Source: an optimization exercise on an open RTL-to-GDS flow (aim: small area). Production flows keep margins and buffers that such runs may drop.
At most, simulation tests tie the RTL to the original design; equivalence was not proved.
No activity file was given, so power comes from the tool's default toggle rates.

==> inputs of 07-04 <==
// mq
module mq
     (  
	   MQ_out,
	   word_last_flag,
	   stop,
	   data_valid_pass_reg,
	   flush_over,
	   word_last_valid,
	   bit_enough_to_bpc,
	   one_codeblock_over,
	   PCXD,
	   flush,
	   clk,
	   rst,
	   rst_syn,
	   start_aga,
	   song_require,
	   block_all_bp_over);
output [15:0]MQ_out;  
output word_last_flag;
output stop;
output[1:0] data_valid_pass_reg;
output flush_over;
output[1:0]word_last_valid;
output bit_enough_to_bpc;
output one_codeblock_over;
input[7:0] PCXD;
input flush;           	
input clk,rst;
input rst_syn;
input start_aga;
input [13:0]song_require;
input block_all_bp_over;
reg flush_reg;
always @(posedge clk)
 if(!rst)
   flush_reg<=1'b0;
 else if(rst_syn)
	flush_reg<=1'b0;
 else if(start_aga) 
   flush_reg<=1'b0;
 else
   flush_reg<=flush;
reg[7:0] PCXD_reg;
always @(posedge clk)
 if(!rst)
	PCXD_reg<=8'b0;
  else if(rst_syn)
	PCXD_reg<=8'b0;
 else if(start_aga) begin
   PCXD_reg<=8'b0;
 end
 else
   PCXD_reg<=PCXD;
wire shift_judge_stop_end;
wire D=PCXD_reg[0];
wire[4:0]CX=PCXD_reg[5:1];
wire[1:0]pass=PCXD_reg[7:6];   
  ...
==> flow/config.mk <==
export PLATFORM = sky130hd
export DESIGN_NAME = mq
export DESIGN_NICKNAME = mq
export VERILOG_FILES = /design/flow/design.v
export SDC_FILE = /design/flow/constraint.sdc
export NUM_CORES = 4
export LEC_CHECK = 0
export ABC_AREA = 1
export CAP_MARGIN = 20
export CORE_MARGIN = 2
export CORE_UTILIZATION = 45
export PLACE_DENSITY = 0.6
export SLEW_MARGIN = 20
==> flow/constraint.sdc <==
create_clock -name core_clock -period 12.0 [get_ports {clk}]
set_input_delay 2.4000 -clock core_clock [delete_from_list [all_inputs] [get_ports {clk}]]
set_output_delay 2.4000 -clock core_clock [all_outputs]
set_load 0.01 [all_outputs]
run.sh (not shown) runs the stock make flow with config.mk's settings and CLKGATE_MAP_FILE= SYNTH_SCRIPT=/design/flow/synth_recipe.tcl, a recipe that flattens the netlist after the stock synthesis.
==> 02-16: changes against 07-04 <==
CTS_BUF_LIST = sky130_fd_sc_hd__clkbuf_8   (was default)
==> 09-05: changes against 07-04 <==
CTS_BUF_LIST = sky130_fd_sc_hd__clkbuf_4   (was default)
==> 06-06: changes against 07-04 <==
--- a/flow/design.v
+++ b/flow/design.v
@@ -930,261 +930,24 @@
 wire B_eq_ff=(B==8'hff);
 wire B_eq_fe=(B==8'hfe);
 reg [3:0]CT_add_1;
 reg [7:0]B1;
 reg B_add1;
+wire[27:0] C_aux;
+assign C_aux=C_temp<<CT;
+wire ct_ok=(CT!=4'd0)&&(CT<=4'd12);
 always@(*)
   begin
-    CT_add_1=7;B_add1=0;  
-  case(CT)
-    1:if(B_eq_ff) 
-        begin
-          B1=C_temp[26:19]; 
-        end
-      else if(C_temp[26]==1)
-        begin
-          B_add1=1;    
-          if(B_eq_fe)
-            B1={1'b0,C_temp[25:19]};
-          else
-            begin
-              CT_add_1=8;
-              B1=C_temp[25:18];
-            end
-        end
-      else
-        begin
-          CT_add_1=8;
-          B1=C_temp[25:18];
-        end
-    2:if(B_eq_ff) 
-        begin
-          B1=C_temp[25:18]; 
-        end
-      else if(C_temp[25]==1)
-        begin
-          B_add1=1;   
-          if(B_eq_fe)
-            B1={1'b0,C_temp[24:18]};
-          else
-            begin
-              CT_add_1=8;
-              B1=C_temp[24:17];
-            end
-        end
-      else
-        begin
-          CT_add_1=8;
-          B1=C_temp[24:17];
-        end
-    3:if(B_eq_ff) 
-        begin
-          B1=C_temp[24:17]; 
-        end
-      else if(C_temp[24]==1)
-        begin
-          B_add1=1;   
-          if(B_eq_fe)
-            B1={1'b0,C_temp[23:17]};
-          else
-            begin
-              CT_add_1=8;
-              B1=C_temp[23:16];
-            end
-        end
-      else
-        begin
-          CT_add_1=8;
-          B1=C_temp[23:16];
-        end
-    4:if(B_eq_ff) 
-        begin
-          B1=C_temp[23:16]; 
-        end
-      else if(C_temp[23]==1)
-        begin
-          B_add1=1;   
-          if(B_eq_fe)
-            B1={1'b0,C_temp[22:16]};
-          else
-            begin
-              CT_add_1=8;
-              B1=C_temp[22:15];
-            end
-        end
-      else
-        begin
-          CT_add_1=8;
-          B1=C_temp[22:15];
-        end
-    5:if(B_eq_ff) 
-        begin
-          B1=C_temp[22:15]; 
-        end
-      else if(C_temp[22]==1)
-        begin
-          B_add1=1;   
-          if(B_eq_fe)
-            B1={1'b0,C_temp[21:15]};
-          else
-            begin
-              CT_add_1=8;
-              B1=C_temp[21:14];
-            end
-        end
-      else
-        begin
-          CT_add_1=8;
-          B1=C_temp[21:14];
-        end
-    6:if(B_eq_ff) 
-        begin
-          B1=C_temp[21:14]; 
-        end
-      else if(C_temp[21]==1)
-        begin
-          B_add1=1;   
-          if(B_eq_fe)
-            B1={1'b0,C_temp[20:14]};
-          else
-            begin
-              CT_add_1=8;
-              B1=C_temp[20:13];
-            end
-        end
-      else
-        begin
-          CT_add_1=8;
-          B1=C_temp[20:13];
-        end
-    7:if(B_eq_ff) 
-        begin
-          B1=C_temp[20:13]; 
-        end
-      else if(C_temp[20]==1)
-        begin
-          B_add1=1;   
-          if(B_eq_fe)
-            B1={1'b0,C_temp[19:13]};
-          else
-            begin
-              CT_add_1=8;
-              B1=C_temp[19:12];
-            end
-        end
-      else
-        begin
-          CT_add_1=8;
-          B1=C_temp[19:12];
-        end
-    8:if(B_eq_ff) 
-        begin
-          B1=C_temp[19:12]; 
-        end
-      else if(C_temp[19]==1)
-        begin
-          B_add1=1;   
-          if(B_eq_fe)
-            B1={1'b0,C_temp[18:12]};
-          else
-            begin
-              CT_add_1=8;
-              B1=C_temp[18:11];
-            end
-        end
-      else
-        begin
-          CT_add_1=8;
-          B1=C_temp[18:11];
-        end
-    9:if(B_eq_ff) 
-        begin
-          B1=C_temp[18:11]; 
-        end
-      else if(C_temp[18]==1)
-        begin
-          B_add1=1;   
-          if(B_eq_fe)
-            B1={1'b0,C_temp[17:11]};
-          else
-            begin
-              CT_add_1=8;
-              B1=C_temp[17:10];
-            end
-        end
-      else
-        begin
-          CT_add_1=8;
-          B1=C_temp[17:10];
-        end
-    10:if(B_eq_ff) 
-        begin
-          B1=C_temp[17:10]; 
-        end
-      else if(C_temp[17]==1)
-        begin
-          B_add1=1;   
-          if(B_eq_fe)
-            B1={1'b0,C_temp[16:10]};
-          else
-            begin
-              CT_add_1=8;
-              B1=C_temp[16:9];
-            end
-        end
-      else
-        begin
-          CT_add_1=8;
-          B1=C_temp[16:9];
-        end
-    11:if(B_eq_ff) 
-        begin
-          B1=C_temp[16:9]; 
-        end
-      else if(C_temp[16]==1)
-        begin
-          B_add1=1;   
-          if(B_eq_fe)
-            B1={1'b0,C_temp[15:9]};
-          else
-            begin
-              CT_add_1=8;
-              B1=C_temp[15:8];
-            end
-        end
-      else
-        begin
-          CT_add_1=8;
-          B1=C_temp[15:8];
-        end
-    12:if(B_eq_ff) 
-        begin
-          B1=C_temp[15:8]; 
-        end
-      else if(C_temp[15]==1)
-        begin
-          B_add1=1;   
-          if(B_eq_fe)
-            B1={1'b0,C_temp[14:8]};
-          else
-            begin
-              CT_add_1=8;
-              B1=C_temp[14:7];
-            end
-        end
-      else
-        begin
-          CT_add_1=8;
-          B1=C_temp[14:7];
-        end
-     default:
-        begin
-          CT_add_1=4'b0;
-          B_add1=1'b0;
-          B1=8'b0;
-        end 
-  endcase
+    CT_add_1=7;B_add1=0;B1=8'b0;
+    if(!ct_ok) begin CT_add_1=4'b0; B_add1=1'b0; B1=8'b0; end
+    else if(B_eq_ff) B1=C_aux[27:20];
+    else if(C_aux[27]==1) begin
+      B_add1=1;
+      if(B_eq_fe) B1={1'b0,C_aux[26:20]};
+      else begin CT_add_1=8; B1=C_aux[26:19]; end
+    end
+    else begin CT_add_1=8; B1=C_aux[26:19]; end
   end
 wire [4:0]CT_plus_add_1_7=CT+7;
 wire [4:0]CT_plus_add_1_8=CT+8;
 wire SA_st_CT=(count_A0_reg<CT);
 wire Bout_flag_flush;
@@ -1352,23 +1115,20 @@
  else if(sel_mask==2'b10)
 	MASK=MASK_2;
  else 
     MASK=28'b1;
  wire[27:0] C_temp_shift;
- assign C_temp_shift=C_temp<<num_shift;
  wire[27:0] C_temp_shift_fill0;
  assign C_temp_shift_fill0=C_temp_shift&MASK;
  reg[27:0] C_updated_1;
  always @(*)
   if(num_shift==0)
    C_updated_1=C_temp;
   else if(SA_st_CT&&(!flush_delay3)) 
    C_updated_1=C_temp_shift;
   else 
    C_updated_1=C_temp_shift_fill0;
- wire[27:0] C_aux;
- assign C_aux=C_temp<<CT;
 wire[3:0] CT_f_1= CT-count_A0_reg; 
 wire[3:0] CT_f_2_1= CT_plus_add_1_7-num_shift; 
 wire[3:0] CT_f_2_2= CT_plus_add_1_8-num_shift; 
 reg[3:0]CT_f;
 always @(*)
@@ -1496,11 +1256,21 @@
  if(sel_mask_2)
 	MASK_C2=28'b0000000011111111111111111111;
  else 
 	MASK_C2=28'b0000000001111111111111111111;
 wire[27:0] C_updated_2;
-assign C_updated_2=((C_temp_shift_S_2 & MASK_C2) << Sub_2_S_2);
+wire [19:0] s2_mask_s=(sel_mask_S==2'b01)?20'hfffff:(sel_mask_S==2'b10)?20'h7ffff:20'h00001;
+wire [19:0] s2_mask_c2=(sel_mask_2)?20'hfffff:20'h7ffff;
+wire [19:0] s2_mask_c2k=(CT_add_1_S_1[3])?(s2_mask_c2>>8):(CT_add_1_S_1[0])?(s2_mask_c2>>7):s2_mask_c2;
+wire [19:0] s2_z=C_aux_M&s2_mask_s&s2_mask_c2k;
+wire s2_ok=(SA_sub_CT_S_1>=CT_add_1_S_1);
+wire sh_s3=(count_stop==3);
+wire [27:0] sh_in=sh_s3?(s2_ok?{8'b0,s2_z}:28'd0):C_temp;
+wire [3:0] sh_amt=sh_s3?SA_sub_CT_S_1:num_shift;
+wire [27:0] sh_out=sh_in<<sh_amt;
+assign C_temp_shift=sh_out;
+assign C_updated_2=sh_out;
 wire[27:0] C_mux;
 assign C_mux=(count_stop==3)? C_updated_2:C_updated_1;
 reg[27:0] C_sp,C_mrp,C_cp;
  always @(*)
  if((pass3==2'b01)||(flush_en_delay3_sp))
CTS_CLUSTER_DIAMETER = 80   (was default)
CTS_CLUSTER_SIZE = 18   (was default)
==> comparison table <==
Result of the run: 07-04 timing/DRC/antenna clean; 02-16 timing/DRC/antenna clean; 06-06 timing/DRC/antenna clean; 09-05 timing/DRC/antenna clean
Distinct cells, synth: 07-04 75; 02-16 75; 06-06 82; 09-05 75
Normalized max-slew margin: 07-04 22.05%; 02-16 18.98%; 06-06 25.36%; 09-05 22.23%
GPL Wtd Cong: 07-04 1.063; 02-16 1.063; 06-06 1.012; 09-05 1.063
GRT met3 Usage: 07-04 6.472%; 02-16 7.346%; 06-06 4.696%; 09-05 8.081%
Setup slack at placement: 07-04 2.766 ns; 02-16 2.766 ns; 06-06 3.572 ns; 09-05 2.766 ns
Share of the yosys chip area belonging to registers: 07-04 33.63%; 02-16 33.63%; 06-06 35.67%; 09-05 33.63%
Switching pwr: 07-04 0.001428 W; 02-16 0.001469 W; 06-06 0.001198 W; 09-05 0.001458 W
Buffer type at the clock tree root: 07-04 sky130_fd_sc_hd__clkbuf_16; 02-16 sky130_fd_sc_hd__clkbuf_8; 06-06 sky130_fd_sc_hd__clkbuf_16; 09-05 sky130_fd_sc_hd__clkbuf_4
Reg-to-reg endpoint: 07-04 index_cx6_cp[6]$_DFF_P_; 02-16 index_cx6_cp[6]$_DFF_P_; 06-06 index_cx8_mrp[0]$_DFF_P_; 09-05 index_cx2_sp[1]$_DFF_P_
Fmax: 07-04 99.50 MHz; 02-16 97.81 MHz; 06-06 108.8 MHz; 09-05 95.08 MHz
Hold_ws: 07-04 0.4515 ns; 02-16 0.4523 ns; 06-06 0.4498 ns; 09-05 0.4532 ns
Mean instance size in the synthesized netlist: 07-04 6.577 µm²; 02-16 6.577 µm²; 06-06 6.903 µm²; 09-05 6.577 µm²
HPWL reported at the end of detailed placement: 07-04 161.6 mm; 02-16 161.6 mm; 06-06 137.9 mm; 09-05 161.6 mm
Global-route wire length before repair: 07-04 320.4 mm; 02-16 322.0 mm; 06-06 281.2 mm; 09-05 322.5 mm
Combinational cell power: 07-04 0.000165 W; 02-16 0.000165 W; 06-06 0.000160 W; 09-05 0.000165 W
Worst-margin pin slew: 07-04 1.159 ns; 02-16 1.204 ns; 06-06 1.091 ns; 09-05 1.156 ns
Top sig layer: 07-04 met5; 02-16 met4; 06-06 met5; 09-05 met5
Final Core Density: 07-04 50.17%; 02-16 49.99%; 06-06 48.46%; 09-05 49.82%
Synth Area in Adders: 07-04 3.610%; 02-16 3.610%; 06-06 3.743%; 09-05 3.610%
1st-pass router iterations: 07-04 6; 02-16 6; 06-06 30; 09-05 9
Gate power share: 07-04 2.7%; 02-16 2.8%; 06-06 3.2%; 09-05 2.9%
Mux contribution to synthesized area: 07-04 0.3565%; 02-16 0.3565%; 06-06 0.2718%; 09-05 0.3565%
Share of final-layout standard cells stronger than drive strength 1: 07-04 5.396%; 02-16 6.055%; 06-06 5.429%; 09-05 7.763%
Post-synth top area share: 07-04 33.63%; 02-16 33.63%; 06-06 35.67%; 09-05 33.63%
Number of cells on the worst reg-to-reg path: 07-04 34; 02-16 34; 06-06 35; 09-05 35
Worst setup margin: 07-04 1.950 ns; 02-16 1.777 ns; 06-06 2.810 ns; 09-05 1.482 ns
Function not checked in 06-06: the RTL went through the layout flow alone.

-- what the ideal ports hide --
Ports are ideal in the flow. The routed layouts listed here were re-timed in OpenROAD.
Step 1: set_driving_cell puts a clkbuf_16 on clk and a buf_2 on each other input, an assumption about the parent block.
Step 2 also shifts input and output timing later by t, the mid clock arrival at the registers, as if the neighbouring blocks saw the same clock.
Slacks: ideal / step 1 / step 2; pairs: ideal / step 1.
run | t (ns) | setup WS [ns] | latest minus earliest clock arrival (ns)
07-04 | 0.758 | 1.950 / 1.872 / 2.630 | 0.078 / 0.077
02-16 | 0.901 | 1.777 / 1.709 / 2.610 | 0.095 / 0.094
09-05 | 1.213 | 1.482 / 1.414 / 2.627 | 0.117 / 0.118
06-06 | 0.770 | 2.810 / 2.740 / 3.510 | 0.067 / 0.067
After both steps setup and hold are still met in every run listed.
